Context: an optimization exercise on an open-source flow, tuned for small area, a short achievable clock period and few clock cycles per item. The choices shown serve that exercise and are no tape-out recipe.
RTL that was checked went through simulation tests only; none was proved equivalent to the original.
Power and IR drop assume default switching activity.

==> flow/design.v <==
module top(
    input clk,
    input rst_n,
    input start,
    input Clr,
    output [191:0] C,
    output done,
    output [31:0] mem_address,
    output mem_read,
    input [63:0] mem_readdata,
    input mem_readdatavalid,
    input mem_waitrequest
);
    logic       run;        
    logic       rd_q;       
    logic [3:0] addr;       
    logic       have_b;     
    logic       done_q;
    logic       l_full;     
    logic       r_busy;     
    logic [1:0] r_cnt;      
    logic [2:0] rotcnt;     
    logic       a_v, a_first, a_last;   
    logic       b_last;     
    wire accept = rd_q & ~mem_waitrequest;
    wire row_v  = mem_readdatavalid & have_b;
    wire b_v    = mem_readdatavalid & ~have_b;
    wire r_end  = r_busy & (r_cnt == 2'd3);
    wire r_take_l  = r_end & l_full;
    wire r_take_rd = row_v & (~r_busy | (r_end & ~l_full));
    wire l_load    = row_v & ~r_take_rd;
    wire rot    = b_last;
    logic [3:0] addr_n;
    logic       l_full_n;
    always_comb begin
        addr_n = accept ? addr + 4'd1 : addr;
        l_full_n = l_load | (l_full & ~r_take_l);
    end
    always_ff @(posedge clk, negedge rst_n) begin
        if (!rst_n) begin
            run <= 1'b0;
            rd_q <= 1'b0;
            addr <= 4'd0;
            have_b <= 1'b0;
            done_q <= 1'b1;
            l_full <= 1'b0;
            r_busy <= 1'b0;
            r_cnt <= 2'd0;
            rotcnt <= 3'd0;
            a_v <= 1'b0;
            a_first <= 1'b0;
            a_last <= 1'b0;
            b_last <= 1'b0;
        end else begin
            if (start) begin
                run <= 1'b1;
                rd_q <= 1'b1;
                addr <= 4'd0;
                have_b <= 1'b0;
                done_q <= 1'b0;
                rotcnt <= 3'd0;
            end else begin
                addr <= addr_n;
                rd_q <= run & (addr_n != 4'd9)
                      & (~l_full_n | (r_busy & (r_cnt == 2'd2) & ~r_take_rd));
                if (b_v) have_b <= 1'b1;
                if (rot) begin
                    rotcnt <= rotcnt + 3'd1;
                    if (rotcnt == 3'd7) begin
                        done_q <= 1'b1;
                        run <= 1'b0;
                    end
                end
            end
            l_full <= l_full_n;
            if (r_take_rd | r_take_l) begin
                r_busy <= 1'b1;
                r_cnt <= 2'd0;
            end else if (r_busy) begin
                r_cnt <= r_cnt + 2'd1;
                if (r_cnt == 2'd3) r_busy <= 1'b0;
            end
            a_v <= r_busy;
            a_first <= r_busy & (r_cnt == 2'd0);
            a_last <= r_end;
            b_last <= a_v & a_last;
        end
    end
    assign mem_read = rd_q;
    assign mem_address = {28'd0, addr};
    assign done = done_q;
    logic [63:0] L, R, bv;
    logic [9:0]  t3a, t3b;      
    always_ff @(posedge clk) begin
        if (l_load) L <= mem_readdata;
        if (r_take_rd) R <= mem_readdata;
        else if (r_take_l) R <= L;
        else R <= {16'd0, R[63:16]};
        if (b_v) bv <= mem_readdata;
        else if (r_busy) bv <= {bv[15:0], bv[63:16]};
    end
    wire [15:0] b_next = r_busy ? bv[31:16] : bv[15:0];
    always_ff @(posedge clk) begin
        t3a <= {2'b00, b_next[7:0]} + {1'b0, b_next[7:0], 1'b0};
        t3b <= {2'b00, b_next[15:8]} + {1'b0, b_next[15:8], 1'b0};
    end
    function automatic [9:0] pick(input [1:0] d, input [7:0] bb, input [9:0] bb3);
        case (d)
            2'd0: pick = 10'd0;
            2'd1: pick = {2'b00, bb};
            2'd2: pick = {1'b0, bb, 1'b0};
            default: pick = bb3;
        endcase
    endfunction
    wire [16:0] r0 = {7'd0, pick(R[1:0],   bv[7:0],  t3a)};
    wire [16:0] r1 = {5'd0, pick(R[3:2],   bv[7:0],  t3a), 2'd0};
    wire [16:0] r2 = {3'd0, pick(R[5:4],   bv[7:0],  t3a), 4'd0};
    wire [16:0] r3 = {1'd0, pick(R[7:6],   bv[7:0],  t3a), 6'd0};
    wire [16:0] r4 = {7'd0, pick(R[9:8],   bv[15:8], t3b)};
    wire [16:0] r5 = {5'd0, pick(R[11:10], bv[15:8], t3b), 2'd0};
    wire [16:0] r6 = {3'd0, pick(R[13:12], bv[15:8], t3b), 4'd0};
    wire [16:0] r7 = {1'd0, pick(R[15:14], bv[15:8], t3b), 6'd0};
    function automatic [47:0] csa(input [23:0] x, input [23:0] y, input [23:0] z);
        csa = {x ^ y ^ z, (x[22:0] & y[22:0]) | (x[22:0] & z[22:0]) | (y[22:0] & z[22:0]), 1'b0};
    endfunction
    logic [23:0] q0, q1, q2, q3;
    wire  [23:0] s1, c1, s2, c2;
    assign {s1, c1} = csa({7'd0, r0}, {7'd0, r1}, {7'd0, r2});
    assign {s2, c2} = csa({7'd0, r4}, {7'd0, r5}, {7'd0, r6});
    always_ff @(posedge clk) begin
        {q0, q1} <= csa(s1, c1, {7'd0, r3});
        {q2, q3} <= csa(s2, c2, {7'd0, r7});
    end
    logic [7:0][23:0] acc;
    logic [23:0] rs_s, rs_c;
    wire  [23:0] init = rot ? acc[1] : acc[0];
    wire  [23:0] u_s = a_first ? init : rs_s;
    wire  [23:0] u_c = a_first ? 24'd0 : rs_c;
    wire  [23:0] s3, c3, s4, c4, s5, c5;
    assign {s3, c3} = csa(q0, q1, q2);
    assign {s4, c4} = csa(q3, u_s, u_c);
    assign {s5, c5} = csa(s3, c3, s4);
    always_ff @(posedge clk) {rs_s, rs_c} <= csa(s5, c5, c4);
    wire clr = Clr | ~rst_n;
    wire [23:0] sum = rs_s + rs_c;
    always_ff @(posedge clk) begin
        if (clr) begin
            for (int i = 0; i < 8; i++) acc[i] <= 24'd0;
        end else if (rot) begin
            for (int i = 0; i < 7; i++) acc[i] <= acc[i+1];
            acc[7] <= sum;
        end
    end
    assign C = acc;
endmodule
export LEC_CHECK = 0
export CAP_MARGIN = 20
export CORE_MARGIN = 2
export CORE_UTILIZATION = 40
export CTS_CLUSTER_DIAMETER = 100
export CTS_CLUSTER_SIZE = 30
export SETUP_SLACK_MARGIN = 3.5
export SLEW_MARGIN = 20
create_clock -name core_clock -period 6.0 [get_ports {clk}]
standard.sh (not shown) runs the stock make flow with config.mk's settings and CLKGATE_MAP_FILE= SYNTH_SCRIPT=/design/flow/synth_recipe.tcl, a recipe that flattens the netlist after the stock synthesis.
==> flow/flow/run.sh <==
#!/bin/bash
# The standard layout (the standard.sh), with sky130_fd_sc_hd__buf_1 as
# the buffer that buffer_ports puts on every input and output port.
set -o pipefail
export BUFFER_PORTS_ARGS="-buffer_cell sky130_fd_sc_hd__buf_1"
bash standard.sh 2>&1 | tee standard.log
Testbench counts at the start, summed over its fixed seeds: cycles 11,161, items 192.
Then changed:
--- a/flow/design.v
+++ b/flow/design.v
@@ -20,83 +20,91 @@
     logic       r_busy;     
     logic [1:0] r_cnt;      
     logic [2:0] rotcnt;     
     logic       a_v, a_first, a_last;   
     logic       b_last;     
+    logic       u_acc0, u_acc1, u_rs;   
     wire accept = rd_q & ~mem_waitrequest;
     wire row_v  = mem_readdatavalid & have_b;
     wire b_v    = mem_readdatavalid & ~have_b;
     wire r_end  = r_busy & (r_cnt == 2'd3);
-    wire r_take_l  = r_end & l_full;
-    wire r_take_rd = row_v & (~r_busy | (r_end & ~l_full));
-    wire l_load    = row_v & ~r_take_rd;
+    wire r_take_l  = l_full & (~r_busy | r_end);
+    wire l_load    = row_v;
     wire rot    = b_last;
     logic [3:0] addr_n;
-    logic       l_full_n;
+    logic       l_full_n, r_busy_n;
+    logic [1:0] r_cnt_n;
     always_comb begin
         addr_n = accept ? addr + 4'd1 : addr;
         l_full_n = l_load | (l_full & ~r_take_l);
+        if (r_take_l) begin
+            r_busy_n = 1'b1;
+            r_cnt_n = 2'd0;
+        end else begin
+            r_busy_n = r_busy & ~r_end;
+            r_cnt_n = r_cnt + {1'b0, r_busy};
+        end
     end
     always_ff @(posedge clk, negedge rst_n) begin
         if (!rst_n) begin
             run <= 1'b0;
             rd_q <= 1'b0;
             addr <= 4'd0;
             have_b <= 1'b0;
-            done_q <= 1'b1;
+            done_q <= 1'b0;
             l_full <= 1'b0;
             r_busy <= 1'b0;
             r_cnt <= 2'd0;
             rotcnt <= 3'd0;
             a_v <= 1'b0;
             a_first <= 1'b0;
             a_last <= 1'b0;
             b_last <= 1'b0;
+            u_acc0 <= 1'b0;
+            u_acc1 <= 1'b0;
+            u_rs <= 1'b0;
         end else begin
             if (start) begin
                 run <= 1'b1;
                 rd_q <= 1'b1;
                 addr <= 4'd0;
                 have_b <= 1'b0;
                 done_q <= 1'b0;
                 rotcnt <= 3'd0;
             end else begin
                 addr <= addr_n;
-                rd_q <= run & (addr_n != 4'd9)
-                      & (~l_full_n | (r_busy & (r_cnt == 2'd2) & ~r_take_rd));
+                if (!run) done_q <= 1'b1;
+                rd_q <= run & (addr_n != 4'd9) & (~l_full_n | ~r_busy_n | r_cnt_n[1]);
                 if (b_v) have_b <= 1'b1;
                 if (rot) begin
                     rotcnt <= rotcnt + 3'd1;
                     if (rotcnt == 3'd7) begin
                         done_q <= 1'b1;
                         run <= 1'b0;
                     end
                 end
             end
             l_full <= l_full_n;
-            if (r_take_rd | r_take_l) begin
-                r_busy <= 1'b1;
-                r_cnt <= 2'd0;
-            end else if (r_busy) begin
-                r_cnt <= r_cnt + 2'd1;
-                if (r_cnt == 2'd3) r_busy <= 1'b0;
-            end
+            r_busy <= r_busy_n;
+            r_cnt <= r_cnt_n;
             a_v <= r_busy;
             a_first <= r_busy & (r_cnt == 2'd0);
             a_last <= r_end;
             b_last <= a_v & a_last;
+            u_acc0 <= (r_busy & (r_cnt == 2'd0)) & ~(a_v & a_last);
+            u_acc1 <= (r_busy & (r_cnt == 2'd0)) & (a_v & a_last);
+            u_rs <= ~(r_busy & (r_cnt == 2'd0));
         end
     end
     assign mem_read = rd_q;
     assign mem_address = {28'd0, addr};
     assign done = done_q;
     logic [63:0] L, R, bv;
     logic [9:0]  t3a, t3b;      
     always_ff @(posedge clk) begin
         if (l_load) L <= mem_readdata;
-        if (r_take_rd) R <= mem_readdata;
-        else if (r_take_l) R <= L;
+        if (r_take_l) R <= L;
         else R <= {16'd0, R[63:16]};
         if (b_v) bv <= mem_readdata;
         else if (r_busy) bv <= {bv[15:0], bv[63:16]};
     end
     wire [15:0] b_next = r_busy ? bv[31:16] : bv[15:0];
@@ -131,18 +139,17 @@
         {q0, q1} <= csa(s1, c1, {7'd0, r3});
         {q2, q3} <= csa(s2, c2, {7'd0, r7});
     end
     logic [7:0][23:0] acc;
     logic [23:0] rs_s, rs_c;
-    wire  [23:0] init = rot ? acc[1] : acc[0];
-    wire  [23:0] u_s = a_first ? init : rs_s;
-    wire  [23:0] u_c = a_first ? 24'd0 : rs_c;
+    wire  [23:0] u_s = ({24{u_acc0}} & acc[0]) | ({24{u_acc1}} & acc[1]) | ({24{u_rs}} & rs_s);
+    wire  [23:0] u_c = {24{u_rs}} & rs_c;
     wire  [23:0] s3, c3, s4, c4, s5, c5;
     assign {s3, c3} = csa(q0, q1, q2);
-    assign {s4, c4} = csa(q3, u_s, u_c);
-    assign {s5, c5} = csa(s3, c3, s4);
-    always_ff @(posedge clk) {rs_s, rs_c} <= csa(s5, c5, c4);
+    assign {s4, c4} = csa(s3, c3, q3);
+    assign {s5, c5} = csa(s4, c4, u_c);
+    always_ff @(posedge clk) {rs_s, rs_c} <= csa(s5, c5, u_s);
     wire clr = Clr | ~rst_n;
     wire [23:0] sum = rs_s + rs_c;
     always_ff @(posedge clk) begin
         if (clr) begin
             for (int i = 0; i < 8; i++) acc[i] <= 24'd0;
The new run finished with timing, DRC and antenna clean.
Via count decreases by 3.4%.
Power decreases by about 5%.
Routed wire length decreases by 6.3%.
Clock-buffer cell count decreases by 1.
Register-to-register slack improved by 0.25 ns.
Clock skew increases by 0.0068 ns.
Critical path depth decreases by 6.
Maximum frequency increases by 10%.
Cell count decreases by 1.7%.
First-iteration DRC count decreases by about 11%.
Sequential cell count increases by 3.
Non-clock buffer count decreases by 33.
The RTL of the second run of this note was laid out without a check of its function.

==> separate check: timing with driven ports <==
The results above use ideal ports. As a check the final layouts listed here were re-extracted and re-timed, cells and wires unchanged. Step 1 sets driving cells, clkbuf_16 on the clock port and buf_2 on the other inputs (assumed; they add their load-dependent delay and slew). Step 2 times the ports against the registers' clock, not the clock port: input delays grow and output delays shrink by t, the midpoint of the rising clock arrivals with the driver on. a / b / c = ideal ports / drivers / drivers and shift; a / b = the first two.
| run | t (ns) | setup slack, ns | hold slack, ns | clock arrival spread, ns | worst register clock-pin slew, ns |
|---|---|---|---|---|---|
| the first run | 0.629 | 3.300 / 3.300 / 2.944 | 0.460 / 0.460 / 0.460 | 0.035 / 0.035 | 0.12 / 0.12 |
| the second run | 0.640 | 3.554 / 3.506 / 3.029 | 0.430 / 0.430 / 0.430 | 0.036 / 0.036 | 0.11 / 0.11 |
After both steps every run listed still meets setup and hold. For the second run, which loses most, drivers alone change the setup slack by -0.048 ns; drivers and shift together by -0.525 ns.
